This design comes from an exercise in tuning for small area and a short achievable clock period on the open sky130 flow, not from production work. At most, simulation tests tie the RTL to the original design; equivalence was not proved. The RTL of runs 1 and 5 was laid out without a check of its function.

`standard.sh`:
```
#!/bin/bash
# synth_recipe.tcl (not shown) runs the flow's synth.tcl, then flattens the netlist and writes it again
# the make line also repeats each setting of config.mk as NAME=value (left out here)
make -C /OpenROAD-flow-scripts/flow DESIGN_CONFIG=/design/flow/config.mk WORK_HOME=/design/flow/orfs CLKGATE_MAP_FILE= SYNTH_SCRIPT=/design/flow/synth_recipe.tcl "${@:-finish}"
```
`config.mk`:
```
export PLATFORM = sky130hd
export DESIGN_NAME = enigma_part3
export DESIGN_NICKNAME = enigma_part3
export VERILOG_FILES = /design/flow/design.v
export SDC_FILE = /design/flow/constraint.sdc
export NUM_CORES = 8
export LEC_CHECK = 0
export CAP_MARGIN = 20
export CORE_MARGIN = 2
export CORE_UTILIZATION = 35
export MIN_ROUTING_LAYER = met2
export PLACE_DENSITY = 0.5
export SLEW_MARGIN = 20
```
`flow/run.sh`:
```
#!/bin/bash
# Standard layout through the standard.sh, with timing repair asked for a
# setup margin so that the gates on the long paths get sized up.
cd "$(dirname "$0")/.."
bash standard.sh SETUP_SLACK_MARGIN=18 finish > standard.log 2>&1
```
`design.v`:
```
module enigma_part3(clk, srst_n, load, encrypt, crypt_mode, table_idx, code_in, code_out, code_valid);
input clk;
input srst_n;
input load;
input encrypt;
input crypt_mode;
input [1:0] table_idx;
input [5:0] code_in;
output [5:0] code_out;
output code_valid;
integer k;
reg idle_q, ready_q;
reg valid_q;
reg cm_q;
reg par_q;
reg [5:0] z_q;
reg [1:0] dA_q;
reg [5:0] rB_q;
reg [5:0] pb [0:31];
reg [5:0] a0 [0:63];
reg [5:0] br [0:63];
wire [5:0] bx [0:63];
wire in_load = ~idle_q & ~ready_q & load;
wire ld_pb = in_load & (table_idx == 2'd0);
wire ld_a  = in_load & (table_idx == 2'd1);
wire ld_b  = in_load & (table_idx == 2'd2);
wire sym   = ready_q & encrypt;
assign code_valid = valid_q;
function [5:0] pbl;
  input [5:0] x;
  input par;
  reg [31:0] mt;
  reg [5:0] r;
  integer q;
  begin
    for (q = 0; q < 32; q = q + 1) mt[q] = (pb[q] == x);
    r = 6'd0;
    for (q = 0; q < 32; q = q + 1)
      if (par ? mt[(q & 1) ? (q + 1) % 32 : (q + 31) % 32] : mt[q ^ 1]) r = r | pb[q];
    pbl = (|mt) ? r : x;
  end
endfunction
wire [5:0] ref_v = ~rB_q;
reg [5:0] rotB_b;
reg [5:0] ka;
always @* begin
  rotB_b = 6'd0;
  for (k = 0; k < 64; k = k + 1)
    if (br[k] == ref_v) rotB_b = rotB_b | k[5:0];
  ka = 6'd0;
  for (k = 0; k < 64; k = k + 1)
    if (a0[k] == rotB_b) ka = ka | k[5:0];
end
wire [5:0] rotA_b = ka + z_q;
assign code_out = {6{valid_q}} & pbl(rotA_b, par_q);
wire [1:0] d_a = valid_q ? (cm_q ? rotB_b[1:0] : dA_q) : 2'd0;
wire [5:0] y_f = z_q + {4'd0, d_a};
wire [2:0] m_e = valid_q ? (rB_q[2:0] ^ {3{cm_q}}) : 3'd0;
wire [7:0] oh = {8{sym}} & (8'd1 << m_e);
wire hold = ~sym & ~ld_b;
wire [5:0] pbo = pbl(code_in, par_q);
wire [5:0] aidx = pbo - y_f;
wire [5:0] rotA_o = a0[aidx];
wire [5:0] rotB_o = bx[rotA_o];
assign bx[0] = ({6{oh[0]|oh[5]}} & br[20]) | ({6{oh[1]|oh[6]}} & br[21]) | ({6{oh[2]}} & br[22]) | ({6{oh[3]}} & br[17]) | ({6{oh[4]}} & br[16]) | ({6{oh[7]}} & br[19]) | ({6{hold}} & br[0]) | ({6{ld_b}} & br[63]);
assign bx[1] = ({6{oh[0]}} & br[50]) | ({6{oh[1]|oh[6]}} & br[51]) | ({6{oh[2]}} & br[48]) | ({6{oh[3]|oh[7]}} & br[53]) | ({6{oh[4]}} & br[54]) | ({6{oh[5]}} & br[55]) | ({6{hold}} & br[1]) | ({6{ld_b}} & br[46]);
assign bx[2] = ({6{oh[0]|oh[3]}} & br[8]) | ({6{oh[1]}} & br[9]) | ({6{oh[2]}} & br[10]) | ({6{oh[4]}} & br[12]) | ({6{oh[5]}} & br[13]) | ({6{oh[6]}} & br[14]) | ({6{oh[7]}} & br[15]) | ({6{hold}} & br[2]) | ({6{ld_b}} & br[62]);
assign bx[3] = ({6{oh[0]|oh[5]}} & br[36]) | ({6{oh[1]|oh[6]}} & br[37]) | ({6{oh[2]}} & br[38]) | ({6{oh[3]}} & br[33]) | ({6{oh[4]}} & br[32]) | ({6{oh[7]}} & br[35]) | ({6{hold}} & br[3]) | ({6{ld_b}} & br[9]);
assign bx[4] = ({6{oh[0]|oh[3]}} & br[48]) | ({6{oh[1]}} & br[49]) | ({6{oh[2]}} & br[50]) | ({6{oh[4]}} & br[52]) | ({6{oh[5]}} & br[53]) | ({6{oh[6]}} & br[54]) | ({6{oh[7]}} & br[55]) | ({6{hold}} & br[4]) | ({6{ld_b}} & br[1]);
assign bx[5] = ({6{oh[0]}} & br[26]) | ({6{oh[1]|oh[6]}} & br[27]) | ({6{oh[2]}} & br[24]) | ({6{oh[3]|oh[7]}} & br[29]) | ({6{oh[4]}} & br[30]) | ({6{oh[5]}} & br[31]) | ({6{hold}} & br[5]) | ({6{ld_b}} & br[47]);
assign bx[6] = ({6{oh[0]|oh[3]}} & br[55]) | ({6{oh[1]}} & br[54]) | ({6{oh[2]}} & br[53]) | ({6{oh[4]}} & br[51]) | ({6{oh[5]}} & br[50]) | ({6{oh[6]}} & br[49]) | ({6{oh[7]}} & br[48]) | ({6{hold}} & br[6]) | ({6{ld_b}} & br[61]);
assign bx[7] = ({6{oh[0]}} & br[13]) | ({6{oh[1]|oh[6]}} & br[12]) | ({6{oh[2]}} & br[15]) | ({6{oh[3]|oh[7]}} & br[10]) | ({6{oh[4]}} & br[9]) | ({6{oh[5]}} & br[8]) | ({6{hold}} & br[7]) | ({6{ld_b}} & br[5]);
assign bx[8] = ({6{oh[0]|oh[5]}} & br[44]) | ({6{oh[1]|oh[6]}} & br[45]) | ({6{oh[2]}} & br[46]) | ({6{oh[3]}} & br[41]) | ({6{oh[4]}} & br[40]) | ({6{oh[7]}} & br[43]) | ({6{hold}} & br[8]) | ({6{ld_b}} & br[36]);
assign bx[9] = ({6{oh[0]|oh[5]}} & br[43]) | ({6{oh[1]|oh[6]}} & br[42]) | ({6{oh[2]}} & br[41]) | ({6{oh[3]}} & br[46]) | ({6{oh[4]}} & br[47]) | ({6{oh[7]}} & br[44]) | ({6{hold}} & br[9]) | ({6{ld_b}} & br[35]);
assign bx[10] = ({6{oh[0]|hold}} & br[10]) | ({6{oh[1]|oh[6]}} & br[11]) | ({6{oh[2]}} & br[8]) | ({6{oh[3]|oh[7]}} & br[13]) | ({6{oh[4]}} & br[14]) | ({6{oh[5]}} & br[15]) | ({6{ld_b}} & br[52]);
assign bx[11] = ({6{oh[0]|oh[5]}} & br[52]) | ({6{oh[1]|oh[6]}} & br[53]) | ({6{oh[2]}} & br[54]) | ({6{oh[3]}} & br[49]) | ({6{oh[4]}} & br[48]) | ({6{oh[7]}} & br[51]) | ({6{hold}} & br[11]) | ({6{ld_b}} & br[38]);
assign bx[12] = ({6{oh[0]}} & br[54]) | ({6{oh[1]}} & br[55]) | ({6{oh[2]}} & br[52]) | ({6{oh[3]}} & br[51]) | ({6{oh[4]}} & br[50]) | ({6{oh[5]|oh[7]}} & br[49]) | ({6{oh[6]}} & br[48]) | ({6{hold}} & br[12]) | ({6{ld_b}} & br[27]);
assign bx[13] = ({6{oh[0]}} & br[25]) | ({6{oh[1]}} & br[24]) | ({6{oh[2]}} & br[27]) | ({6{oh[3]}} & br[28]) | ({6{oh[4]}} & br[29]) | ({6{oh[5]|oh[7]}} & br[30]) | ({6{oh[6]}} & br[31]) | ({6{hold}} & br[13]) | ({6{ld_b}} & br[44]);
assign bx[14] = ({6{oh[0]}} & br[41]) | ({6{oh[1]|ld_b}} & br[40]) | ({6{oh[2]}} & br[43]) | ({6{oh[3]}} & br[44]) | ({6{oh[4]}} & br[45]) | ({6{oh[5]|oh[7]}} & br[46]) | ({6{oh[6]}} & br[47]) | ({6{hold}} & br[14]);
assign bx[15] = ({6{oh[0]|oh[3]}} & br[0]) | ({6{oh[1]}} & br[1]) | ({6{oh[2]}} & br[2]) | ({6{oh[4]}} & br[4]) | ({6{oh[5]}} & br[5]) | ({6{oh[6]}} & br[6]) | ({6{oh[7]}} & br[7]) | ({6{hold}} & br[15]) | ({6{ld_b}} & br[22]);
assign bx[16] = ({6{oh[0]|oh[3]}} & br[63]) | ({6{oh[1]}} & br[62]) | ({6{oh[2]}} & br[61]) | ({6{oh[4]}} & br[59]) | ({6{oh[5]}} & br[58]) | ({6{oh[6]}} & br[57]) | ({6{oh[7]}} & br[56]) | ({6{hold}} & br[16]) | ({6{ld_b}} & br[34]);
assign bx[17] = ({6{oh[0]|oh[3]}} & br[16]) | ({6{oh[1]|hold}} & br[17]) | ({6{oh[2]}} & br[18]) | ({6{oh[4]}} & br[20]) | ({6{oh[5]}} & br[21]) | ({6{oh[6]}} & br[22]) | ({6{oh[7]}} & br[23]) | ({6{ld_b}} & br[11]);
assign bx[18] = ({6{oh[0]}} & br[34]) | ({6{oh[1]|oh[6]}} & br[35]) | ({6{oh[2]}} & br[32]) | ({6{oh[3]|oh[7]}} & br[37]) | ({6{oh[4]}} & br[38]) | ({6{oh[5]}} & br[39]) | ({6{hold}} & br[18]) | ({6{ld_b}} & br[60]);
assign bx[19] = ({6{oh[0]}} & br[6]) | ({6{oh[1]}} & br[7]) | ({6{oh[2]}} & br[4]) | ({6{oh[3]}} & br[3]) | ({6{oh[4]}} & br[2]) | ({6{oh[5]|oh[7]}} & br[1]) | ({6{oh[6]}} & br[0]) | ({6{hold}} & br[19]) | ({6{ld_b}} & br[45]);
assign bx[20] = ({6{oh[0]}} & br[61]) | ({6{oh[1]|oh[6]}} & br[60]) | ({6{oh[2]}} & br[63]) | ({6{oh[3]|oh[7]}} & br[58]) | ({6{oh[4]}} & br[57]) | ({6{oh[5]}} & br[56]) | ({6{hold}} & br[20]) | ({6{ld_b}} & br[50]);
assign bx[21] = ({6{oh[0]}} & br[30]) | ({6{oh[1]}} & br[31]) | ({6{oh[2]}} & br[28]) | ({6{oh[3]}} & br[27]) | ({6{oh[4]}} & br[26]) | ({6{oh[5]|oh[7]}} & br[25]) | ({6{oh[6]}} & br[24]) | ({6{hold}} & br[21]) | ({6{ld_b}} & br[19]);
assign bx[22] = ({6{oh[0]|oh[3]}} & br[7]) | ({6{oh[1]}} & br[6]) | ({6{oh[2]}} & br[5]) | ({6{oh[4]}} & br[3]) | ({6{oh[5]}} & br[2]) | ({6{oh[6]}} & br[1]) | ({6{oh[7]}} & br[0]) | ({6{hold}} & br[22]) | ({6{ld_b}} & br[53]);
assign bx[23] = ({6{oh[0]}} & br[5]) | ({6{oh[1]|oh[6]}} & br[4]) | ({6{oh[2]}} & br[7]) | ({6{oh[3]|oh[7]}} & br[2]) | ({6{oh[4]}} & br[1]) | ({6{oh[5]}} & br[0]) | ({6{hold}} & br[23]) | ({6{ld_b}} & br[58]);
assign bx[24] = ({6{oh[0]|oh[3]}} & br[47]) | ({6{oh[1]}} & br[46]) | ({6{oh[2]}} & br[45]) | ({6{oh[4]}} & br[43]) | ({6{oh[5]}} & br[42]) | ({6{oh[6]}} & br[41]) | ({6{oh[7]}} & br[40]) | ({6{hold}} & br[24]) | ({6{ld_b}} & br[39]);
assign bx[25] = ({6{oh[0]}} & br[17]) | ({6{oh[1]}} & br[16]) | ({6{oh[2]}} & br[19]) | ({6{oh[3]}} & br[20]) | ({6{oh[4]}} & br[21]) | ({6{oh[5]|oh[7]}} & br[22]) | ({6{oh[6]}} & br[23]) | ({6{hold}} & br[25]) | ({6{ld_b}} & br[41]);
assign bx[26] = ({6{oh[0]|oh[5]}} & br[11]) | ({6{oh[1]|oh[6]}} & br[10]) | ({6{oh[2]}} & br[9]) | ({6{oh[3]}} & br[14]) | ({6{oh[4]}} & br[15]) | ({6{oh[7]}} & br[12]) | ({6{hold}} & br[26]) | ({6{ld_b}} & br[55]);
assign bx[27] = ({6{oh[0]}} & br[38]) | ({6{oh[1]}} & br[39]) | ({6{oh[2]}} & br[36]) | ({6{oh[3]}} & br[35]) | ({6{oh[4]}} & br[34]) | ({6{oh[5]|oh[7]}} & br[33]) | ({6{oh[6]}} & br[32]) | ({6{hold}} & br[27]) | ({6{ld_b}} & br[3]);
assign bx[28] = ({6{oh[0]|oh[5]}} & br[12]) | ({6{oh[1]|oh[6]}} & br[13]) | ({6{oh[2]}} & br[14]) | ({6{oh[3]}} & br[9]) | ({6{oh[4]}} & br[8]) | ({6{oh[7]}} & br[11]) | ({6{hold}} & br[28]) | ({6{ld_b}} & br[31]);
assign bx[29] = ({6{oh[0]|oh[5]}} & br[27]) | ({6{oh[1]|oh[6]}} & br[26]) | ({6{oh[2]}} & br[25]) | ({6{oh[3]}} & br[30]) | ({6{oh[4]}} & br[31]) | ({6{oh[7]}} & br[28]) | ({6{hold}} & br[29]) | ({6{ld_b}} & br[33]);
assign bx[30] = ({6{oh[0]|oh[5]}} & br[3]) | ({6{oh[1]|oh[6]}} & br[2]) | ({6{oh[2]}} & br[1]) | ({6{oh[3]}} & br[6]) | ({6{oh[4]|ld_b}} & br[7]) | ({6{oh[7]}} & br[4]) | ({6{hold}} & br[30]);
assign bx[31] = ({6{oh[0]}} & br[9]) | ({6{oh[1]}} & br[8]) | ({6{oh[2]}} & br[11]) | ({6{oh[3]}} & br[12]) | ({6{oh[4]}} & br[13]) | ({6{oh[5]|oh[7]}} & br[14]) | ({6{oh[6]}} & br[15]) | ({6{hold}} & br[31]) | ({6{ld_b}} & br[23]);
assign bx[32] = ({6{oh[0]|oh[5]}} & br[35]) | ({6{oh[1]|oh[6]}} & br[34]) | ({6{oh[2]}} & br[33]) | ({6{oh[3]}} & br[38]) | ({6{oh[4]}} & br[39]) | ({6{oh[7]}} & br[36]) | ({6{hold}} & br[32]) | ({6{ld_b}} & br[57]);
assign bx[33] = ({6{oh[0]}} & br[14]) | ({6{oh[1]}} & br[15]) | ({6{oh[2]}} & br[12]) | ({6{oh[3]}} & br[11]) | ({6{oh[4]}} & br[10]) | ({6{oh[5]|oh[7]}} & br[9]) | ({6{oh[6]}} & br[8]) | ({6{hold}} & br[33]) | ({6{ld_b}} & br[51]);
assign bx[34] = ({6{oh[0]|oh[3]}} & br[40]) | ({6{oh[1]}} & br[41]) | ({6{oh[2]}} & br[42]) | ({6{oh[4]}} & br[44]) | ({6{oh[5]}} & br[45]) | ({6{oh[6]}} & br[46]) | ({6{oh[7]}} & br[47]) | ({6{hold}} & br[34]) | ({6{ld_b}} & br[6]);
assign bx[35] = ({6{oh[0]|oh[3]}} & br[56]) | ({6{oh[1]}} & br[57]) | ({6{oh[2]}} & br[58]) | ({6{oh[4]}} & br[60]) | ({6{oh[5]}} & br[61]) | ({6{oh[6]}} & br[62]) | ({6{oh[7]}} & br[63]) | ({6{hold}} & br[35]) | ({6{ld_b}} & br[14]);
assign bx[36] = ({6{oh[0]|oh[3]}} & br[32]) | ({6{oh[1]}} & br[33]) | ({6{oh[2]}} & br[34]) | ({6{oh[4]|hold}} & br[36]) | ({6{oh[5]}} & br[37]) | ({6{oh[6]}} & br[38]) | ({6{oh[7]}} & br[39]) | ({6{ld_b}} & br[48]);
assign bx[37] = ({6{oh[0]}} & br[57]) | ({6{oh[1]}} & br[56]) | ({6{oh[2]|ld_b}} & br[59]) | ({6{oh[3]}} & br[60]) | ({6{oh[4]}} & br[61]) | ({6{oh[5]|oh[7]}} & br[62]) | ({6{oh[6]}} & br[63]) | ({6{hold}} & br[37]);
assign bx[38] = ({6{oh[0]}} & br[49]) | ({6{oh[1]}} & br[48]) | ({6{oh[2]}} & br[51]) | ({6{oh[3]}} & br[52]) | ({6{oh[4]}} & br[53]) | ({6{oh[5]|oh[7]}} & br[54]) | ({6{oh[6]}} & br[55]) | ({6{hold}} & br[38]) | ({6{ld_b}} & br[12]);
assign bx[39] = ({6{oh[0]}} & br[21]) | ({6{oh[1]|oh[6]}} & br[20]) | ({6{oh[2]}} & br[23]) | ({6{oh[3]|oh[7]}} & br[18]) | ({6{oh[4]}} & br[17]) | ({6{oh[5]}} & br[16]) | ({6{hold}} & br[39]) | ({6{ld_b}} & br[37]);
assign bx[40] = ({6{oh[0]|oh[5]}} & br[19]) | ({6{oh[1]|oh[6]}} & br[18]) | ({6{oh[2]}} & br[17]) | ({6{oh[3]}} & br[22]) | ({6{oh[4]}} & br[23]) | ({6{oh[7]}} & br[20]) | ({6{hold}} & br[40]) | ({6{ld_b}} & br[56]);
assign bx[41] = ({6{oh[0]}} & br[45]) | ({6{oh[1]|oh[6]}} & br[44]) | ({6{oh[2]}} & br[47]) | ({6{oh[3]|oh[7]}} & br[42]) | ({6{oh[4]|hold}} & br[41]) | ({6{oh[5]}} & br[40]) | ({6{ld_b}} & br[0]);
assign bx[42] = ({6{oh[0]}} & br[18]) | ({6{oh[1]|oh[6]}} & br[19]) | ({6{oh[2]}} & br[16]) | ({6{oh[3]|oh[7]}} & br[21]) | ({6{oh[4]}} & br[22]) | ({6{oh[5]}} & br[23]) | ({6{hold}} & br[42]) | ({6{ld_b}} & br[24]);
assign bx[43] = ({6{oh[0]|oh[5]}} & br[60]) | ({6{oh[1]|oh[6]}} & br[61]) | ({6{oh[2]}} & br[62]) | ({6{oh[3]}} & br[57]) | ({6{oh[4]}} & br[56]) | ({6{oh[7]}} & br[59]) | ({6{hold}} & br[43]) | ({6{ld_b}} & br[10]);
assign bx[44] = ({6{oh[0]|oh[3]}} & br[15]) | ({6{oh[1]}} & br[14]) | ({6{oh[2]}} & br[13]) | ({6{oh[4]}} & br[11]) | ({6{oh[5]}} & br[10]) | ({6{oh[6]}} & br[9]) | ({6{oh[7]}} & br[8]) | ({6{hold}} & br[44]) | ({6{ld_b}} & br[43]);
assign bx[45] = ({6{oh[0]}} & br[22]) | ({6{oh[1]}} & br[23]) | ({6{oh[2]}} & br[20]) | ({6{oh[3]}} & br[19]) | ({6{oh[4]|ld_b}} & br[18]) | ({6{oh[5]|oh[7]}} & br[17]) | ({6{oh[6]}} & br[16]) | ({6{hold}} & br[45]);
assign bx[46] = ({6{oh[0]}} & br[53]) | ({6{oh[1]|oh[6]}} & br[52]) | ({6{oh[2]}} & br[55]) | ({6{oh[3]|oh[7]}} & br[50]) | ({6{oh[4]}} & br[49]) | ({6{oh[5]}} & br[48]) | ({6{hold}} & br[46]) | ({6{ld_b}} & br[2]);
assign bx[47] = ({6{oh[0]|oh[5]}} & br[4]) | ({6{oh[1]|oh[6]}} & br[5]) | ({6{oh[2]}} & br[6]) | ({6{oh[3]}} & br[1]) | ({6{oh[4]}} & br[0]) | ({6{oh[7]}} & br[3]) | ({6{hold}} & br[47]) | ({6{ld_b}} & br[17]);
assign bx[48] = ({6{oh[0]}} & br[1]) | ({6{oh[1]}} & br[0]) | ({6{oh[2]}} & br[3]) | ({6{oh[3]}} & br[4]) | ({6{oh[4]}} & br[5]) | ({6{oh[5]|oh[7]}} & br[6]) | ({6{oh[6]}} & br[7]) | ({6{hold}} & br[48]) | ({6{ld_b}} & br[26]);
assign bx[49] = ({6{oh[0]}} & br[46]) | ({6{oh[1]}} & br[47]) | ({6{oh[2]}} & br[44]) | ({6{oh[3]}} & br[43]) | ({6{oh[4]}} & br[42]) | ({6{oh[5]|oh[7]}} & br[41]) | ({6{oh[6]}} & br[40]) | ({6{hold}} & br[49]) | ({6{ld_b}} & br[21]);
assign bx[50] = ({6{oh[0]}} & br[2]) | ({6{oh[1]|oh[6]}} & br[3]) | ({6{oh[2]}} & br[0]) | ({6{oh[3]|oh[7]}} & br[5]) | ({6{oh[4]}} & br[6]) | ({6{oh[5]}} & br[7]) | ({6{hold}} & br[50]) | ({6{ld_b}} & br[8]);
assign bx[51] = ({6{oh[0]}} & br[62]) | ({6{oh[1]}} & br[63]) | ({6{oh[2]}} & br[60]) | ({6{oh[3]}} & br[59]) | ({6{oh[4]}} & br[58]) | ({6{oh[5]|oh[7]}} & br[57]) | ({6{oh[6]}} & br[56]) | ({6{hold}} & br[51]) | ({6{ld_b}} & br[42]);
assign bx[52] = ({6{oh[0]|oh[5]}} & br[28]) | ({6{oh[1]|oh[6]}} & br[29]) | ({6{oh[2]}} & br[30]) | ({6{oh[3]}} & br[25]) | ({6{oh[4]}} & br[24]) | ({6{oh[7]}} & br[27]) | ({6{hold}} & br[52]) | ({6{ld_b}} & br[54]);
assign bx[53] = ({6{oh[0]|oh[3]}} & br[31]) | ({6{oh[1]}} & br[30]) | ({6{oh[2]}} & br[29]) | ({6{oh[4]}} & br[27]) | ({6{oh[5]}} & br[26]) | ({6{oh[6]}} & br[25]) | ({6{oh[7]}} & br[24]) | ({6{hold}} & br[53]) | ({6{ld_b}} & br[4]);
assign bx[54] = ({6{oh[0]|oh[3]}} & br[23]) | ({6{oh[1]}} & br[22]) | ({6{oh[2]}} & br[21]) | ({6{oh[4]}} & br[19]) | ({6{oh[5]}} & br[18]) | ({6{oh[6]}} & br[17]) | ({6{oh[7]}} & br[16]) | ({6{hold}} & br[54]) | ({6{ld_b}} & br[25]);
assign bx[55] = ({6{oh[0]}} & br[58]) | ({6{oh[1]|oh[6]}} & br[59]) | ({6{oh[2]}} & br[56]) | ({6{oh[3]|oh[7]}} & br[61]) | ({6{oh[4]}} & br[62]) | ({6{oh[5]}} & br[63]) | ({6{hold}} & br[55]) | ({6{ld_b}} & br[13]);
assign bx[56] = ({6{oh[0]}} & br[29]) | ({6{oh[1]|oh[6]}} & br[28]) | ({6{oh[2]}} & br[31]) | ({6{oh[3]|oh[7]}} & br[26]) | ({6{oh[4]}} & br[25]) | ({6{oh[5]}} & br[24]) | ({6{hold}} & br[56]) | ({6{ld_b}} & br[32]);
assign bx[57] = ({6{oh[0]}} & br[33]) | ({6{oh[1]}} & br[32]) | ({6{oh[2]}} & br[35]) | ({6{oh[3]}} & br[36]) | ({6{oh[4]}} & br[37]) | ({6{oh[5]|oh[7]}} & br[38]) | ({6{oh[6]}} & br[39]) | ({6{hold}} & br[57]) | ({6{ld_b}} & br[49]);
assign bx[58] = ({6{oh[0]|oh[5]}} & br[51]) | ({6{oh[1]|oh[6]}} & br[50]) | ({6{oh[2]}} & br[49]) | ({6{oh[3]}} & br[54]) | ({6{oh[4]}} & br[55]) | ({6{oh[7]}} & br[52]) | ({6{hold}} & br[58]) | ({6{ld_b}} & br[29]);
assign bx[59] = ({6{oh[0]}} & br[42]) | ({6{oh[1]|oh[6]}} & br[43]) | ({6{oh[2]}} & br[40]) | ({6{oh[3]|oh[7]}} & br[45]) | ({6{oh[4]}} & br[46]) | ({6{oh[5]}} & br[47]) | ({6{hold}} & br[59]) | ({6{ld_b}} & code_in);
assign bx[60] = ({6{oh[0]|oh[3]}} & br[24]) | ({6{oh[1]}} & br[25]) | ({6{oh[2]}} & br[26]) | ({6{oh[4]}} & br[28]) | ({6{oh[5]}} & br[29]) | ({6{oh[6]}} & br[30]) | ({6{oh[7]}} & br[31]) | ({6{hold}} & br[60]) | ({6{ld_b}} & br[15]);
assign bx[61] = ({6{oh[0]|oh[3]}} & br[39]) | ({6{oh[1]}} & br[38]) | ({6{oh[2]}} & br[37]) | ({6{oh[4]}} & br[35]) | ({6{oh[5]}} & br[34]) | ({6{oh[6]}} & br[33]) | ({6{oh[7]}} & br[32]) | ({6{hold}} & br[61]) | ({6{ld_b}} & br[30]);
assign bx[62] = ({6{oh[0]}} & br[37]) | ({6{oh[1]|oh[6]}} & br[36]) | ({6{oh[2]}} & br[39]) | ({6{oh[3]|oh[7]}} & br[34]) | ({6{oh[4]}} & br[33]) | ({6{oh[5]}} & br[32]) | ({6{hold}} & br[62]) | ({6{ld_b}} & br[28]);
assign bx[63] = ({6{oh[0]|oh[5]}} & br[59]) | ({6{oh[1]|oh[6]}} & br[58]) | ({6{oh[2]}} & br[57]) | ({6{oh[3]}} & br[62]) | ({6{oh[4]|hold}} & br[63]) | ({6{oh[7]}} & br[60]) | ({6{ld_b}} & br[16]);
always @(posedge clk) begin
  if (~srst_n) begin
    idle_q <= 1'b1;
    ready_q <= 1'b0;
    valid_q <= 1'b0;
  end else begin
    idle_q <= 1'b0;
    if (~idle_q & ~load) ready_q <= 1'b1;
    if (sym) valid_q <= 1'b1;
  end
end
always @(posedge clk) begin
  par_q <= ~ld_pb & ~par_q;
  z_q <= ld_a ? 6'd0 : (sym ? y_f : z_q) + 6'd1;
  if (sym) begin
    cm_q <= crypt_mode;
    dA_q <= rotA_o[1:0];
    rB_q <= rotB_o;
  end
end
always @(posedge clk) begin
  for (k = 0; k < 31; k = k + 1) pb[k] <= pb[k + 1];
  pb[31] <= ld_pb ? code_in : pb[0];
  for (k = 0; k < 63; k = k + 1) a0[k] <= a0[k + 1];
  a0[63] <= ld_a ? code_in : a0[0];
  for (k = 0; k < 64; k = k + 1) br[k] <= bx[k];
end
endmodule
```
`constraint.sdc`:
```
create_clock -name core_clock -period 30.0 [get_ports {clk}]
set_input_delay 6.0000 -clock core_clock [delete_from_list [all_inputs] [get_ports {clk}]]
set_output_delay 6.0000 -clock core_clock [all_outputs]
set_load 0.01 [all_outputs]
```
==> reports/metrics.yaml, run 1 <==
status: "did not finish"
stop_stage: "5_1_grt"
firstError: "[ERROR GRT-0116] Global routing finished with congestion. Check the congestion regions in the DRC Viewer."
clkSinkCount: 979
rows: 157
synth_common_cells: "dfxtp_1 (970), nand2_1 (859), clkbuf_1 (746), a22oi_1 (633), xnor2_1 (580)"
ys.flop_type: "dfxtp_1"
yosys_register_bits: 979
avgSynthCellArea_um2: 8.127
synth_area_um2: 64670
initial_utilization: 0.3529
synth_edf_count: 9
grt_pass1_vias: 123095
ys_warn_count: 4
synth_nets: 7987
synth.largest_area_cell: "dfxtp_1"
synth_top_area_frac: 0.3003
grt_first_pass_wirelength_um: 802100
hpwl_um: 337500
cts_buffers: 116
cts_htree_levels: 3
synthTopCellsByArea: "dfxtp_1 (30%), xnor2_1 (7.9%), xor2_1 (7.4%), a22oi_1 (7.3%), a221oi_1 (6.1%)"
routabilityCongestion: 1.446
track_usage: 0.8906
synth_cell_types: 96
cts_root_buf: "clkbuf_16"
dp_slack_ns: 12.06
ctsLongestPathBuffers: 3
dieHeight_um: 433.9
io_buffers: 19
async_flop_share: 0
die_w_um: 433.9
netlist_instances: 7958
overflow: 1582
yosysMostFrequentCell: "dfxtp_1"
io_pins: 20
grt_max_degree: 163
yosysSeqAreaShare: 0.3044
==> metal layers <==
metal	GRT overflow	track usage
met5	156	0.8181
met1	-	-
met2	251	0.9004
met3	923	0.9387
met4	252	0.8053
==> worst max-delay path by stage <==
stage               startpoint          end  slack, ns
floorplan              rB_q[0]  code_out[0]      16.89
global placement       rB_q[0]  code_out[4]      11.82
detailed placement     rB_q[0]  code_out[4]      12.06
CTS                    rB_q[0]  code_out[2]      14.55
==> metrics by stage <==
step                std cells    util  instance area (um2)
floorplan                7958       -                65930
detailed placement       9750  0.3697                67750
global placement         9746  0.3689                67620
CTS                     10365  0.4380                80270
==> logic make-up after synthesis <==
kind of cell	Yosys count	share of synthesized area
compound gates	2205	0.2660
xor+xnor	1132	0.1536
fa+ha+maj	16	0.003444
buf+inv	1102	0.06953
flops	979	0.3044
mux	46	0.007622
simple gates	2478	0.1954
==> timing repair <==
action,4_1_cts
cloned,42
hold endpoints to repair,0
hold buffers,0
buffers inserted,353
pin swaps,188
setup endpoints to repair,14
gates resized for setup,740
==> inputs of run 2 (changes only) <==
--- a/design.v
+++ b/design.v
@@ -15,7 +15,8 @@
 reg par_q;
 reg [5:0] z_q;
 reg [1:0] dA_q;
-reg [5:0] rB_q;
+reg [2:0] rB_q;
+reg [63:0] hb_q;
 reg [5:0] pb [0:31];
 reg [5:0] a0 [0:63];
 reg [5:0] br [0:63];
@@ -40,13 +41,12 @@
     pbl = (|mt) ? r : x;
   end
 endfunction
-wire [5:0] ref_v = ~rB_q;
 reg [5:0] rotB_b;
 reg [5:0] ka;
 always @* begin
   rotB_b = 6'd0;
   for (k = 0; k < 64; k = k + 1)
-    if (br[k] == ref_v) rotB_b = rotB_b | k[5:0];
+    if (hb_q[k]) rotB_b = rotB_b | k[5:0];
   ka = 6'd0;
   for (k = 0; k < 64; k = k + 1)
     if (a0[k] == rotB_b) ka = ka | k[5:0];
@@ -62,6 +62,8 @@
 wire [5:0] aidx = pbo - y_f;
 wire [5:0] rotA_o = a0[aidx];
 wire [5:0] rotB_o = bx[rotA_o];
+reg [63:0] hb;
+always @* for (k = 0; k < 64; k = k + 1) hb[k] = (bx[k] == ~rotB_o);
 assign bx[0] = ({6{oh[0]|oh[5]}} & br[20]) | ({6{oh[1]|oh[6]}} & br[21]) | ({6{oh[2]}} & br[22]) | ({6{oh[3]}} & br[17]) | ({6{oh[4]}} & br[16]) | ({6{oh[7]}} & br[19]) | ({6{hold}} & br[0]) | ({6{ld_b}} & br[63]);
 assign bx[1] = ({6{oh[0]}} & br[50]) | ({6{oh[1]|oh[6]}} & br[51]) | ({6{oh[2]}} & br[48]) | ({6{oh[3]|oh[7]}} & br[53]) | ({6{oh[4]}} & br[54]) | ({6{oh[5]}} & br[55]) | ({6{hold}} & br[1]) | ({6{ld_b}} & br[46]);
 assign bx[2] = ({6{oh[0]|oh[3]}} & br[8]) | ({6{oh[1]}} & br[9]) | ({6{oh[2]}} & br[10]) | ({6{oh[4]}} & br[12]) | ({6{oh[5]}} & br[13]) | ({6{oh[6]}} & br[14]) | ({6{oh[7]}} & br[15]) | ({6{hold}} & br[2]) | ({6{ld_b}} & br[62]);
@@ -143,7 +145,8 @@
   if (sym) begin
     cm_q <= crypt_mode;
     dA_q <= rotA_o[1:0];
-    rB_q <= rotB_o;
+    rB_q <= rotB_o[2:0];
+    hb_q <= hb;
   end
 end
 always @(posedge clk) begin
==> flow/run.sh (replaced) <==
#!/bin/bash
# Layout through the standard.sh, with timing repair asked for a setup
# margin so that the gates on the long paths get sized up.
cd "$(dirname "$0")/.."
bash standard.sh SETUP_SLACK_MARGIN=17 finish > standard.log 2>&1
--- a/config.mk
+++ b/config.mk
@@ -8,6 +8,7 @@
 export CAP_MARGIN = 20
 export CORE_MARGIN = 2
 export CORE_UTILIZATION = 35
-export MIN_ROUTING_LAYER = met2
+export CTS_BUF_LIST = sky130_fd_sc_hd__clkbuf_8
 export PLACE_DENSITY = 0.5
 export SLEW_MARGIN = 20
+export TNS_END_PERCENT = 5
==> reports/metrics.yaml, run 2 <==
layout_commonest_cell: "dfxtp_1"
overflow: 0
worst-path-buf-inv: 14
clkSinkCount: 1039  # +6.1%
worst_slack_ns: 15.03
clk_pin_slew_ns: 0.06
status: "no timing/DRC/antenna violations"
clock_skew_ns: 0.09037
startpoint_type: "primary input"
viasPerCell: 7.571
synthSimpleGateAreaFrac: 0.2240  # +0.02863
layout-drive-gt1-share: 0.1899
yosys_register_bits: 1039  # +6.1%
final_cell_mix: "dfxtp_1 (969), nand2_1 (818), nand3_1 (548), buf_4 (481), xnor2_1 (430)"
async_flop_share: 0  # unchanged
rr_worst_depth: 35
fin_cells: 12096
synth-compound-area-share: 0.2743  # +0.008333
critical_path.max_stage_delay_ns: 0.93
startpoint: "code_in[4]"
fin_crit_ns: 14.97
crit_top_cell: "buf_12"
dieHeight_um: 462.3  # +6.6%
worstSetupPathDepth: 39
place_inst: 11355  # +16%
cts_buffers: 193  # +66%
track_usage: 0.4984
criticalPathCategory: "in -> reg"
synth_area_um2: 73510  # +14%
gr-max-usage-layer: "met2"
netlist_instances: 9331  # +17%
coreArea_um2: 209200
synth_common_cells: "dfxtp_1 (970), nand2_1 (862), clkbuf_1 (833), nand3_1 (580), xnor2_1 (442)"
yosysSeqAreaShare: 0.2923  # -0.01209
wl_per_cell_um: 46.00
grt_max_degree: 118
grt_first_pass_wirelength_um: 743100
initial_utilization: 0.3515  # -0.001401
fmax_mhz: 66.79
dr.pass1.iters: 14
timing.max_cap.violations: 0
antenna_found_initial: 59
yosysMostFrequentCell: "dfxtp_1"
synth_cell_types: 114  # +19%
grt_pass1_vias: 82791
rsz0062_at_grt: "true"
met1_usage: 0.5897
final-hold-violation-count: 0
synthTopCellsByArea: "dfxtp_1 (26%), xnor2_1 (5.3%), xor2_1 (4.7%), a222oi_1 (4.4%), nand2_1 (4.4%)"
synth_top_family_by_area: "compound AO/OA/AOI/OAI gates"
die_w_um: 462.3  # +6.6%
dr.first_iter.drc_count: 19527
io_pins: 20  # unchanged
synth_nets: 9360  # +17%
critPathArrivalTime_ns: 15.80
fillers: 20891
met3_usage: 0.1781
fin_nets: 9118
hpwl_um: 364800  # +8.1%
io_buffers: 19  # unchanged
synthMuxAreaShare: 0.02585  # +0.01823
r2r_setup_slack_ns: 19.16
routed-via-count: 91580
routabilityCongestion: 1.136  # -21%
fin_hold_ws_ns: 0.3596
cts_hold_buf: 0  # unchanged
drc: 0
worst_setup_path_end_kind: "flop"
avgSynthCellArea_um2: 7.878  # -3.1%
antenna_left: 0
reg.largest.list: "a0 x384, br x384, pb x192"
crit-reg2reg-launch: "par_q"
wirelength_um: 556400
setup_viol: 0
cts_root_buf: "clkbuf_8"
cp_top_family: "simple AND/OR/NAND/NOR gates"
cts_htree_levels: 4  # +1
setup_tns_ns: 0
cts_tree: "yes"
area_growth_pct: 22.12
crit_required_ns: 30.83
ys_warn_count: 4  # unchanged
synth.largest_area_cell: "dfxtp_1"
cp-endpoint: "hb_q[20]"
dp_slack_ns: 10.60  # -1.465 ns
synth_fa_ha_area_frac: 0.003030  # -0.0004140
worst_slew_pin_slew_ns: 1.265
use_met2: 0.7113
dieArea_um2: 213700
ctsLongestPathBuffers: 3  # unchanged
cpMaxStageDelayCell: "nand4_1"
max_slew_margin: 0.1491
ys.flop_type: "dfxtp_1"
regToRegEndpoint: "hb_q[20]"
rows: 168  # +7.0%
crit_fanout: 31
clkLatencyLatePin_ns: 1.09
synth_edf_count: 69  # +60
synth_xor_area_frac: 0.1003  # -0.05334
synth_top_area_frac: 0.2642  # -0.03609
drv_slew: 0
hold_path_class: "reg -> reg"
post-route-period-util: 0.4990
## run 2: how the worst min path moves through the flow
stage / startpoint / to / slack, ns / cells past startpoint
2_1_floorplan: pb[26][5] / pb[25][5] / 0.33 / 0
3_3_place_gp: a0[62][5] / a0[61][5] / 0.37 / 0
3_5_place_dp: a0[7][3] / a0[6][3] / 0.37 / 0
4_1_cts: a0[51][1] / a0[50][1] / 0.35 / 0
5_1_grt: a0[51][1] / a0[50][1] / 0.36 / 0
6_report: a0[51][1] / a0[50][1] / 0.36 / 0
## run 2: what timing repair did
action / 4_1_cts / 5_1_grt
pin swaps: 162 / 52
setup buffers: 203 / 59
gates cloned: 67 / 11
resized for setup: 850 / 159
setup endpoints to repair: 73 / 72
## run 2: per-stage QoR
stage,cell area (um2),utilization
after global placement,75760,0.3622
final,89770,0.4292
after floorplan,73930,-
after detailed placement,75820,0.3625
after global routing,89680,0.4288
after CTS,88000,0.4208
## run 2: metal layers
metal,routed length [um],part of all wire
met1,196000,0.35
met2,222400,0.40
met3,74670,0.13
met4,62820,0.11
met5,458,0.00082
## run 2: cells by family after synthesis
| family | after synthesis |
|---|---|
| XOR/XNOR | 840 |
| adder cells (fa/ha/maj) | 16 |
| AO/OA/AOI/OAI | 2612 |
| buffers and inverters | 1436 |
| flip-flops | 1039 |
| AND/OR/NAND/NOR | 3204 |
| multiplexers | 184 |
## run 2: final cells by class
type | instances | area (um2) | share of cell area
flip-flops and latches | 1039 | 21490 | 0.2394
repair buffers | 727 | 8581 | 0.09558
inverters | 259 | 978.4 | 0.01090
well taps | 2805 | 3510 | 0.03909
clock inverters | 113 | 925.9 | 0.01031
multi-input cells | 6869 | 50850 | 0.5664
clock buffers | 242 | 3331 | 0.03710
diodes | 42 | 105.1 | 0.001171
==> inputs of run 3 (changes only) <==
--- a/config.mk
+++ b/config.mk
@@ -7,8 +7,8 @@
 export LEC_CHECK = 0
 export CAP_MARGIN = 20
 export CORE_MARGIN = 2
-export CORE_UTILIZATION = 35
+export CORE_UTILIZATION = 25
 export CTS_BUF_LIST = sky130_fd_sc_hd__clkbuf_8
-export PLACE_DENSITY = 0.5
+export PLACE_DENSITY = 0.35
 export SLEW_MARGIN = 20
 export TNS_END_PERCENT = 5
==> reports/metrics.yaml, run 3 <==
overflow: 0  # unchanged
ys_warn_count: 4  # unchanged
synth_top_area_frac: 0.2642  # unchanged
clk_pin_slew_ns: 0.07  # about the same
synth_common_cells: "dfxtp_1 (970), nand2_1 (862), clkbuf_1 (833), nand3_1 (580), xnor2_1 (442)"
hold_path_class: "reg -> reg"
synth.largest_area_cell: "dfxtp_1"
timing.max_cap.violations: 0  # unchanged
grt_max_degree: 124  # +5.1%
cts_htree_levels: 4  # unchanged
critPathArrivalTime_ns: 15.56  # -0.24 ns
track_usage: 0.3880  # -0.1104
synth_nets: 9360  # unchanged
io_pins: 20  # unchanged
synthTopCellsByArea: "dfxtp_1 (26%), xnor2_1 (5.3%), xor2_1 (4.7%), a222oi_1 (4.4%), nand2_1 (4.4%)"
crit_required_ns: 30.79  # -0.04 ns
grt_pass1_vias: 83670  # +1.1%
cp_top_family: "simple AND/OR/NAND/NOR gates"
wl_per_cell_um: 45.68  # -0.69%
fillers: 31098  # +49%
worst-path-buf-inv: 16  # +2
clkLatencyLatePin_ns: 1.11  # +0.02 ns
fin_crit_ns: 14.77  # -0.2064 ns
area_growth_pct: 27.57
post-route-period-util: 0.4922  # -0.006880
antenna_left: 0  # unchanged
grt_first_pass_wirelength_um: 805800  # +8.4%
avgSynthCellArea_um2: 7.878  # unchanged
reg.largest.list: "a0 x384, br x384, pb x192"
use_met2: 0.5831  # -0.1283
coreArea_um2: 293300  # +40%
fin_nets: 9321  # +2.2%
layout-drive-gt1-share: 0.2122  # +0.02229
cts_tree: "yes"
dieArea_um2: 298400  # +40%
drv_slew: 0  # unchanged
rsz0062_at_grt: "true"
wirelength_um: 612900  # +10%
met1_usage: 0.4785  # -0.1112
dr.first_iter.drc_count: 15811  # -19%
cts_root_buf: "clkbuf_8"
seq_area_um2: 21490  # unchanged
setup_tns_ns: 0  # unchanged
crit_top_cell: "buf_12"
drc: 0  # unchanged
final-hold-violation-count: 0  # unchanged
startpoint_type: "primary input"
cpMaxStageDelayCell: "or4_4"
cts_buffers: 212  # +9.8%
cts_hold_buf: 0  # unchanged
status: "no timing/DRC/antenna violations"
clkSinkCount: 1039  # unchanged
critical_path.max_stage_delay_ns: 0.63  # -0.30 ns
synth_edf_count: 69  # unchanged
routabilityCongestion: 1.042  # -8.4%
ctsLongestPathBuffers: 4  # +1
r2r_setup_slack_ns: 19.05  # -0.11 ns
viasPerCell: 6.758  # -11%
clock_skew_ns: 0.1084  # +0.01806 ns
rows: 199  # +18%
netlist_instances: 9331  # unchanged
routed-via-count: 90688  # -0.97%
multi_input_area_um2: 51250  # +0.78%
max_slew_margin: 0.1550  # +0.005967
setup_viol: 0  # unchanged
worst_slew_pin_slew_ns: 1.267  # +0.002713 ns
dr.pass1.iters: 9  # -5
met3_usage: 0.09464  # -0.08343
antenna_found_initial: 48  # -19%
worst_setup_path_end_kind: "flop"
layout_commonest_cell: "dfxtp_1"
fmax_mhz: 67.73  # +1.4%
final_cell_mix: "dfxtp_1 (969), nand2_1 (813), buf_4 (644), nand3_1 (536), xnor2_1 (412)"
die_w_um: 546.3  # +18%
io_buffers: 19  # unchanged
synth_cell_types: 114  # unchanged
yosysSeqAreaShare: 0.2923  # unchanged
gr-max-usage-layer: "met2"
async_flop_share: 0  # unchanged
initial_utilization: 0.2506  # -0.1008
crit_fanout: 18  # -42%
synth_area_um2: 73510  # unchanged
criticalPathCategory: "in -> reg"
yosysMostFrequentCell: "dfxtp_1"
ys.flop_type: "dfxtp_1"
hpwl_um: 409900  # +12%
dieHeight_um: 546.3  # +18%
yosys_register_bits: 1039  # unchanged
[run 3: what timing repair did]
action / CTS / global route
pin swaps: 227 / 119
gates resized for setup: 968 / 168
endpoints found under the setup margin: 74 / 72
cloned: 65 / 18
setup buffers: 294 / 102
[run 3: final timing paths]
path               from  cells after the start   endpoint
min reg2reg   a0[53][5]                      0  a0[52][5]
max          code_in[2]                     40   hb_q[28]
min           a0[53][5]                      0  a0[52][5]
max reg2reg       par_q                     39   hb_q[28]
[run 3: worst reg2reg max path, delay by kind of cell (launching register included)]
family | cells | cell delay, ns
buffers and inverters | 13 | 3.24
XOR/XNOR | 2 | 0.39
AO/OA/AOI/OAI | 9 | 2.74
flip-flops | 1 | 0.39
adder cells (fa/ha/maj) | 1 | 0.37
AND/OR/NAND/NOR | 14 | 3.61
[run 3: cell type report]
| class | instances | area share |
|---|---|---|
| Multi-Input combinational cell | 6871 | 0.5464 |
| Sequential cell | 1039 | 0.2292 |
| Timing Repair Buffer | 909 | 0.1097 |
| Tap cell | 3919 | 0.05229 |
| Clock buffer | 257 | 0.03772 |
| Clock inverter | 130 | 0.01297 |
| Inverter | 259 | 0.01075 |
| Antenna cell | 35 | 0.0009339 |
[run 3: logic make-up after synthesis]
| kind of cell | synth area share |
|---|---|
| adders and majority gates | 0.003030 |
| xor gates and xnor gates | 0.1003 |
| DFF | 0.2923 |
| muxes | 0.02585 |
| and+or+nand+nor | 0.2240 |
| buffers and inverters | 0.08018 |
| AOI/OAI and AO/OA | 0.2743 |
[run 3: routing by layer]
metal  part of all wire  vias to the layer above
li1                   -                    35750
met1               0.38                    45709
met3               0.10                     2018
met2               0.42                     7183
met5            0.00034                        -
met4              0.096                       28
[run 3: through the flow]
step | area (um2) | instances | utilization | hold slack (ns) | setup slack [ns]
6_report | 93780 | 13419 | 0.3197 | 0.3452 | 15.24
2_1_floorplan | 73930 | 9331 | - | 0.3258 | 16.37
3_3_place_gp | 77670 | 12512 | 0.2648 | 0.3658 | 10.11
4_1_cts | 91480 | 13260 | 0.3119 | 0.3375 | 15.70
5_1_grt | 93710 | 13389 | 0.3195 | 0.3630 | 15.44
3_5_place_dp | 77720 | 12514 | 0.2650 | 0.3706 | 10.50
==> inputs of run 4 (changes only) <==
==> flow/run.sh (replaced) <==
#!/bin/bash
# Layout through the standard.sh. Synthesis is the standard flow's script with abc run on
# flow/yos.abc (yosys's default mapping script) instead of ORFS's speed script;
# timing repair is asked for a setup margin so the long paths get sized up.
cd "$(dirname "$0")/.."
export MY_ABC_SCRIPT=$PWD/flow/yos.abc
bash standard.sh SYNTH_SCRIPT=$PWD/flow/my_synth.tcl synth > synth.log 2>&1
bash standard.sh SETUP_SLACK_MARGIN=16 finish > standard.log 2>&1
==> flow/my_synth.tcl (new file) <==
# The standard flow's synthesis script (synth_recipe.tcl), with abc run on the script named in MY_ABC_SCRIPT.
proc synth {args} { yosys synth -nofsm -noshare {*}$args }

proc abc {args} {
  set i [lsearch -exact $args -script]
  if {$i >= 0 && [info exists ::env(MY_ABC_SCRIPT)] && $::env(MY_ABC_SCRIPT) ne ""} {
    set args [lreplace $args [expr {$i + 1}] [expr {$i + 1}] $::env(MY_ABC_SCRIPT)]
  }
  if {[info exists ::env(MY_ABC_DONT_USE)]} {
    foreach c $::env(MY_ABC_DONT_USE) { lappend args -dont_use $c }
  }
  puts "abc (own script): $args"
  yosys abc {*}$args
}
source $::env(SCRIPTS_DIR)/synth.tcl
# left out here: clear keep_hierarchy, flatten, clean up, hide names made inside functions, write 1_2_yosys.v
==> flow/yos.abc (new file) <==
strash
&get -n
&fraig -x
&put
scorr
dc2
dretime
strash
&get -n
&dch -f
&nf
&put
buffer
upsize
dnsize
stime -p
==> reports/metrics.yaml, run 4 <==
ys_warn_count: 4  # unchanged
regToRegEndpoint: "hb_q[1]"
die_w_um: 501.5  # -8.2%
fin_hold_ws_ns: 0.3482  # +0.003067 ns
viasPerCell: 6.952  # +2.9%
rr_worst_depth: 31  # -21%
dieArea_um2: 251500  # -16%
rows: 182  # -8.5%
grt_first_pass_wirelength_um: 637800  # -21%
avgSynthCellArea_um2: 8.922  # +13%
routed-via-count: 71761  # -21%
layout-drive-gt1-share: 0.1874  # -0.02477
overflow: 0  # unchanged
cpMaxStageDelayCell: "nor4_2"
ctsLongestPathBuffers: 3  # -1
track_usage: 0.3651  # -0.02285
criticalPathCategory: "in -> reg"
dr.first_iter.drc_count: 18581  # +18%
whs_path_depth: 0  # unchanged
yosys_register_bits: 1039  # unchanged
yosysMostFrequentCell: "dfxtp_1"
grt_pass1_vias: 66057  # -21%
layout_commonest_cell: "dfxtp_1"
wirelength_um: 480000  # -22%
fin_crit_ns: 15.26  # +0.4930 ns
coreArea_um2: 245900  # -16%
worst_slew_pin_slew_ns: 1.122  # -0.1458 ns
cts_buffers: 203  # -4.2%
routabilityCongestion: 1.039  # -0.20%
crit-reg2reg-launch: "par_q"
hold-path-endpoint: "a0[55][5]"
crit_fanout: 21  # +3
cts_root_buf: "clkbuf_8"
r2r_setup_slack_ns: 18.84  # -0.21 ns
worst_setup_path_end_kind: "flop"
antenna_found_initial: 52  # +8.3%
critical_path.max_stage_delay_ns: 0.81  # +0.18 ns
critPathArrivalTime_ns: 15.99  # +0.43 ns
clkSinkCount: 1039  # unchanged
max_slew_margin: 0.2460  # +0.09100
grt_max_degree: 109  # -12%
synth_common_cells: "dfxtp_1 (970), a222oi_1 (885), xnor2_1 (563), clkbuf_1 (511), nand2_1 (468)"
crit_required_ns: 30.74  # -0.05 ns
drv_slew: 0  # unchanged
worstHoldStart: "a0[56][5]"
antenna_left: 0  # unchanged
final_cell_mix: "dfxtp_1 (969), a222oi_1 (885), xnor2_1 (518), nand2_1 (452), buf_4 (373)"
async_flop_share: 0  # unchanged
startpoint_type: "primary input"
area_growth_pct: 23.41
drc: 0  # unchanged
reg.largest.list: "a0 x384, br x384, pb x192"
final-hold-violation-count: 0  # unchanged
initial_utilization: 0.2516  # +0.0009632
status: "no timing/DRC/antenna violations"
ys.flop_type: "dfxtp_1"
post-route-period-util: 0.5086  # +0.01643
hpwl_um: 336400  # -18%
dieHeight_um: 501.5  # -8.2%
io_pins: 20  # unchanged
cts_hold_buf: 0  # unchanged
cts_tree: "yes"
cts_htree_levels: 4  # unchanged
synth_area_um2: 61880  # -16%
clock_skew_ns: 0.08150  # -0.02693 ns
synth.largest_area_cell: "dfxtp_1"
hold_path_class: "reg -> reg"
synth_cell_types: 94  # -18%
synthTopCellsByArea: "dfxtp_1 (31%), a222oi_1 (14%), xnor2_1 (8.0%), a22oi_1 (4.1%), xor2_1 (3.7%)"
synth_edf_count: 69  # unchanged
clkLatencyLatePin_ns: 1.04  # -0.07 ns
wl_per_cell_um: 46.50  # +1.8%
yosysSeqAreaShare: 0.3473  # +0.05498
timing.max_cap.violations: 0  # unchanged
io_buffers: 19  # unchanged
netlist_instances: 6935  # -26%
synth_top_area_frac: 0.3138  # +0.04968
clk_pin_slew_ns: 0.06  # about the same
fmax_mhz: 65.54  # -3.2%
setup_viol: 0  # unchanged
setup_tns_ns: 0  # unchanged
rsz0062_at_grt: "true"
fin_nets: 6951  # -25%
dr.pass1.iters: 17  # +8
synth_nets: 6964  # -26%
## run 4: changes by cell type after synthesis, moves of 97 or more
cell       before  now
mux2i_1       155    8
clkbuf_1      833  511
xor2_1        396  263
nor4_1        290  183
o2111ai_1     128   31
a222oi_1      324  885
xnor2_1       442  563
nand3_1       580  201
o21ai_0       271   72
nor2_1        380  204
a21oi_1       412  150
nand2_1       862  468
nand4_1       331  164
a221oi_1      343  120
## run 4: worst max-delay path: cells and delay by family
kind	cells	cell delay [ns]
simple gates	14	4.61
compound gates	12	3.08
buf+inv	8	1.59
fa+ha+maj	1	0.30
xor+xnor	1	0.26
## run 4: routing by layer
metal / up-vias / GRT usage / part of all wire
met1: 36858 / 0.5196 / 0.43
met4: 18 / 0.1308 / 0.044
met5: - / 0 / 0.00025
li1: 27943 / - / -
met3: 967 / 0.1024 / 0.12
met2: 5975 / 0.5182 / 0.41
## run 4: how the worst max path moves through the flow
| stage | startpoint | endpoint | slack (ns) | depth (start not counted) |
|---|---|---|---|---|
| after floorplan | code_in[3] | hb_q[58] | 15.99 | 41 |
| after global placement | code_in[1] | hb_q[17] | 9.77 | 36 |
| after detailed placement | code_in[1] | hb_q[17] | 9.95 | 36 |
| after CTS | hb_q[47] | code_out[4] | 15.28 | 33 |
| after global routing | hb_q[25] | code_out[3] | 14.89 | 33 |
| final | code_in[4] | hb_q[1] | 14.74 | 36 |
## run 4: cell families after synthesis
logic type                 synth area share
AOI/OAI and AO/OA                    0.3066
xor gates and xnor gates             0.1169
adders and majority gates          0.003599
buffers and inverters               0.07219
DFF                                  0.3473
muxes                              0.003882
and+or+nand+nor                      0.1495
## run 4: through the flow
step | cells | utilization | setup slack (ns) | area [um2]
finish | 10322 | 0.3105 | 14.74 | 76360
global route | 10303 | 0.3103 | 14.89 | 76310
CTS | 10250 | 0.3064 | 15.28 | 75350
detailed placement | 9668 | 0.2652 | 9.948 | 65230
global placement | 9665 | 0.2651 | 9.770 | 65190
floorplan | 6935 | - | 15.99 | 61880
## run 4: cell type report
cell class	count	area, um2
antenna	20	50.05
clock buffer	257	3537
clock inverter	108	903.4
fill	25586	169600
inverter	328	1282
multi-input combinational	4819	38990
sequential	1039	21490
tap	3220	4029
timing repair buffer	531	6077
## run 4: timing repair
action | 4_1_cts | 5_1_grt
endpoints found under the hold margin | 0 | 0
setup endpoints to repair | 72 | 72
pin swaps | 141 | 59
buffers inserted | 175 | 48
gates resized for setup | 607 | 92
gates cloned | 42 | 3
==> inputs of run 5 (changes only) <==
--- a/design.v
+++ b/design.v
@@ -59,8 +59,13 @@
 wire [7:0] oh = {8{sym}} & (8'd1 << m_e);
 wire hold = ~sym & ~ld_b;
 wire [5:0] pbo = pbl(code_in, par_q);
-wire [5:0] aidx = pbo - y_f;
-wire [5:0] rotA_o = a0[aidx];
+wire [5:0] w_f = -y_f;
+wire [3:0] alo = {1'b0, pbo[2:0]} + {1'b0, w_f[2:0]};
+wire [2:0] ahi0 = pbo[5:3] + w_f[5:3];
+wire [2:0] ahi1 = ahi0 + 3'd1;
+reg [5:0] ag [0:7];
+always @* for (k = 0; k < 8; k = k + 1) ag[k] = a0[{k[2:0], alo[2:0]}];
+wire [5:0] rotA_o = alo[3] ? ag[ahi1] : ag[ahi0];
 wire [5:0] rotB_o = bx[rotA_o];
 reg [63:0] hb;
 always @* for (k = 0; k < 64; k = k + 1) hb[k] = (bx[k] == ~rotB_o);
==> flow/run.sh (replaced) <==
#!/bin/bash
# Layout through the standard.sh. Synthesis is the standard flow's script with abc run on
# flow/yos.abc (yosys's default mapping script) instead of ORFS's speed script;
# clock tree without dummy loads; timing repair is asked for a setup margin so
# the long paths get sized up.
cd "$(dirname "$0")/.."
export MY_ABC_SCRIPT=$PWD/flow/yos.abc
bash standard.sh SYNTH_SCRIPT=$PWD/flow/my_synth.tcl synth > synth.log 2>&1
bash standard.sh SETUP_SLACK_MARGIN=15 "CTS_ARGS=-sink_clustering_enable -repair_clock_nets -dont_use_dummy_load -buf_list sky130_fd_sc_hd__clkbuf_4" finish > standard.log 2>&1
--- a/config.mk
+++ b/config.mk
@@ -8,7 +8,6 @@
 export CAP_MARGIN = 20
 export CORE_MARGIN = 2
 export CORE_UTILIZATION = 25
-export CTS_BUF_LIST = sky130_fd_sc_hd__clkbuf_8
 export PLACE_DENSITY = 0.35
 export SLEW_MARGIN = 20
 export TNS_END_PERCENT = 5
==> reports/metrics.yaml, run 5 <==
synth.largest_area_cell: "dfxtp_1"
ys_warn_count: 5  # +1
reg.largest.list: "a0 x384, br x384, pb x192"
overflow: 0  # unchanged
drc: 0  # unchanged
yosysSeqAreaShare: 0.3539  # +0.006598
fin_nets: 6928  # -0.33%
hold_path_class: "reg -> reg"
initial_utilization: 0.2520  # +0.0003858
hpwl_um: 312500  # -7.1%
regToRegEndpoint: "hb_q[12]"
crit-reg2reg-launch: "par_q"
crit_top_cell: "buf_4"
dieHeight_um: 496.8  # -0.93%
worst_slew_pin_slew_ns: 1.175  # +0.05330 ns
cts_root_buf: "clkbuf_4"
critPathArrivalTime_ns: 16.59  # +0.60 ns
cts_buffers: 337  # +66%
antenna_left: 0  # unchanged
dr.pass1.iters: 14  # -3
startpoint_type: "primary input"
routed-via-count: 69863  # -2.6%
hold-path-endpoint: "a0[14][4]"
netlist_instances: 6813  # -1.8%
fmax_mhz: 65.05  # -0.74%
synthTopCellsByArea: "dfxtp_1 (32%), a222oi_1 (16%), xnor2_1 (7.7%), xor2_1 (4.8%), a22oi_1 (3.6%)"
coreArea_um2: 241000  # -2.0%
whs_path_depth: 0  # unchanged
status: "no timing/DRC/antenna violations"
wl_per_cell_um: 44.57  # -4.2%
rows: 180  # -1.1%
drv_slew: 0  # unchanged
viasPerCell: 6.916  # -0.52%
cts_tree: "yes"
post-route-util: 0.2971  # -0.01335
cpMaxStageDelayCell: "a222oi_1"
r2r_setup_slack_ns: 18.74  # -0.10 ns
area_growth_pct: 17.92
startpoint: "code_in[3]"
clkLatencyLatePin_ns: 1.50  # +0.46 ns
dr.first_iter.drc_count: 17496  # -5.8%
track_usage: 0.3470  # -0.01813
clkSinkCount: 1039  # unchanged
seq_area_um2: 21490  # about the same
wirelength_um: 450300  # -6.2%
dp_slack_ns: 10.84  # +0.8931 ns
timing.max_cap.violations: 0  # unchanged
clk_pin_slew_ns: 0.06  # about the same
final-hold-violation-count: 0  # unchanged
yosysMostFrequentCell: "dfxtp_1"
setup_viol: 0  # unchanged
yosys_register_bits: 1039  # unchanged
synth_edf_count: 69  # unchanged
avgSynthCellArea_um2: 8.913  # -0.11%
synth_nets: 6845  # -1.7%
ctsLongestPathBuffers: 4  # +1
die_w_um: 496.8  # -0.93%
rr_worst_depth: 34  # +9.7%
io_buffers: 19  # unchanged
setup_tns_ns: 0  # unchanged
synth_area_um2: 60720  # -1.9%
multi_input_area_um2: 37380  # -4.1%
worst_setup_path_end_kind: "flop"
ys.flop_type: "dfxtp_1"
layout_commonest_cell: "dfxtp_1"
post-route-period-util: 0.5124  # +0.003800
fin_crit_ns: 15.37  # +0.1140 ns
worstHoldStart: "a0[15][4]"
grt_first_pass_wirelength_um: 606000  # -5.0%
cts_htree_levels: 5  # +1
max_slew_margin: 0.2102  # -0.03583
clock_skew_ns: 0.1542  # +0.07268 ns
crit_required_ns: 31.21  # +0.47 ns
synth_cell_types: 89  # -5.3%
final_cell_mix: "dfxtp_1 (969), a222oi_1 (946), xnor2_1 (522), nand2_1 (436), nand3_1 (375)"
grt_pass1_vias: 65460  # -0.90%
crit_fanout: 48  # +130%
critical_path.max_stage_delay_ns: 0.75  # -0.06 ns
dieArea_um2: 246800  # -1.8%
fillers: 25709  # +0.48%
grt_max_degree: 122  # +12%
rsz0062_at_grt: "true"
synth_common_cells: "dfxtp_1 (970), a222oi_1 (946), clkbuf_1 (541), xnor2_1 (532), nand2_1 (445)"
io_pins: 20  # unchanged
worst_slack_ns: 14.63  # -0.1140 ns
routabilityCongestion: 1.068  # +2.7%
criticalPathCategory: "in -> reg"
antenna_found_initial: 47  # -9.6%
layout-drive-gt1-share: 0.1736  # -0.01375
synth_top_area_frac: 0.3198  # +0.005962
async_flop_share: 0  # unchanged
## run 5: changes by cell type in the layout (fill, tap and decap cells not counted), moves of 44 or more
| cell | previous run | this run |
|---|---|---|
| and3_1 | 222 | 70 |
| a222oi_1 | 885 | 946 |
| xor2_1 | 244 | 327 |
| a21oi_1 | 114 | 161 |
| a22oi_1 | 334 | 290 |
| inv_1 | 370 | 247 |
| clkbuf_8 | 257 | 3 |
| nand3_1 | 188 | 375 |
| o21ai_0 | 60 | 112 |
| clkbuf_4 | 0 | 339 |
## run 5: repair_timing
action | 4_1_cts | 5_1_grt
buffers inserted | 148 | 37
hold buffers | 0 | 0
pin swaps | 78 | 61
gates resized for setup | 399 | 97
endpoints found under the setup margin | 72 | 72
gates cloned | 30 | 1
## run 5: cells by family after synthesis
kind of cell / after synthesis / share of synthesized area
AO/OA/AOI/OAI: 2172 / 0.3022
AND/OR/NAND/NOR: 1667 / 0.1406
flip-flops: 1039 / 0.3539
buffers and inverters: 1012 / 0.06736
XOR/XNOR: 864 / 0.1246
multiplexers: 40 / 0.006903
adder cells (fa/ha/maj): 19 / 0.004410
## run 5: worst max-delay path: cells and delay by family
family          cells  cell delay [ns]
buf+inv             9             2.26
compound gates      9             2.61
fa+ha+maj           1             0.64
xor+xnor            3             0.79
simple gates       15             4.13
## run 5: final cells by class
class | count | share of cell area
Multi-Input combinational cell | 4764 | 0.5221
Sequential cell | 1039 | 0.3001
Timing Repair Buffer | 497 | 0.07218
Tap cell | 3185 | 0.05565
Clock buffer | 337 | 0.03533
Inverter | 256 | 0.01373
Antenna cell | 23 | 0.0008038
Timing Repair inverter | 1 | 0.00006989
## run 5: worst max path at each step
stage | cells after the start | endpoint | slack, ns
2_1_floorplan | 39 | hb_q[13] | 16.20
3_3_place_gp | 37 | hb_q[2] | 10.54
3_5_place_dp | 37 | hb_q[2] | 10.84
4_1_cts | 39 | hb_q[11] | 14.73
5_1_grt | 37 | code_out[1] | 14.53
6_report | 37 | hb_q[12] | 14.63
## run 5: stage by stage
stage / instance area, um2 / hold WS [ns] / std cells
after floorplan: 60720 / 0.3578 / 6813
after global placement: 64250 / 0.3710 / 9522
after detailed placement: 64290 / 0.3691 / 9524
after CTS: 70810 / 0.2783 / 10039
after global routing: 71570 / 0.2668 / 10088
final: 71610 / 0.3104 / 10102
## run 5: routing by layer
metal	track usage	wire length, um
met5	0	190
met1	0.4886	191900
met4	0.1211	19050
met3	0.1020	53660
met2	0.4975	185500

## what the ideal ports hide
No port has a modelled driver above. Below, the same layouts with a new extraction and two added sets of constraints.
Step 1 sets driving cells, clkbuf_16 on the clock port and buf_2 on the other inputs (assumed; they add their load-dependent delay and slew).
Step 2, shift: input delay + t, output delay - t, t = (earliest + latest rising clock arrival at the registers) / 2. This alone moves slack from input paths to output paths.
a / b / c = ideal ports / drivers / drivers and shift; a / b = the first two.
| run | t, ns | slack for setup (ns) | worst setup path after step 2 | latest minus earliest clock arrival (ns) |
|---|---|---|---|---|
| run 2 | 1.156 | 15.029 / 15.077 / 13.921 | input to register | 0.094 / 0.094 |
| run 3 | 1.152 | 15.235 / 15.179 / 14.027 | input to register | 0.112 / 0.111 |
| run 4 | 1.103 | 14.742 / 14.788 / 13.685 | input to register | 0.082 / 0.082 |
| run 5 | 1.521 | 14.628 / 14.609 / 13.180 | input to register | 0.164 / 0.164 |
After both steps setup and hold are still met in every run listed. For run 5, which loses most, drivers alone change the setup slack by -0.019 ns; drivers and shift together by -1.448 ns.
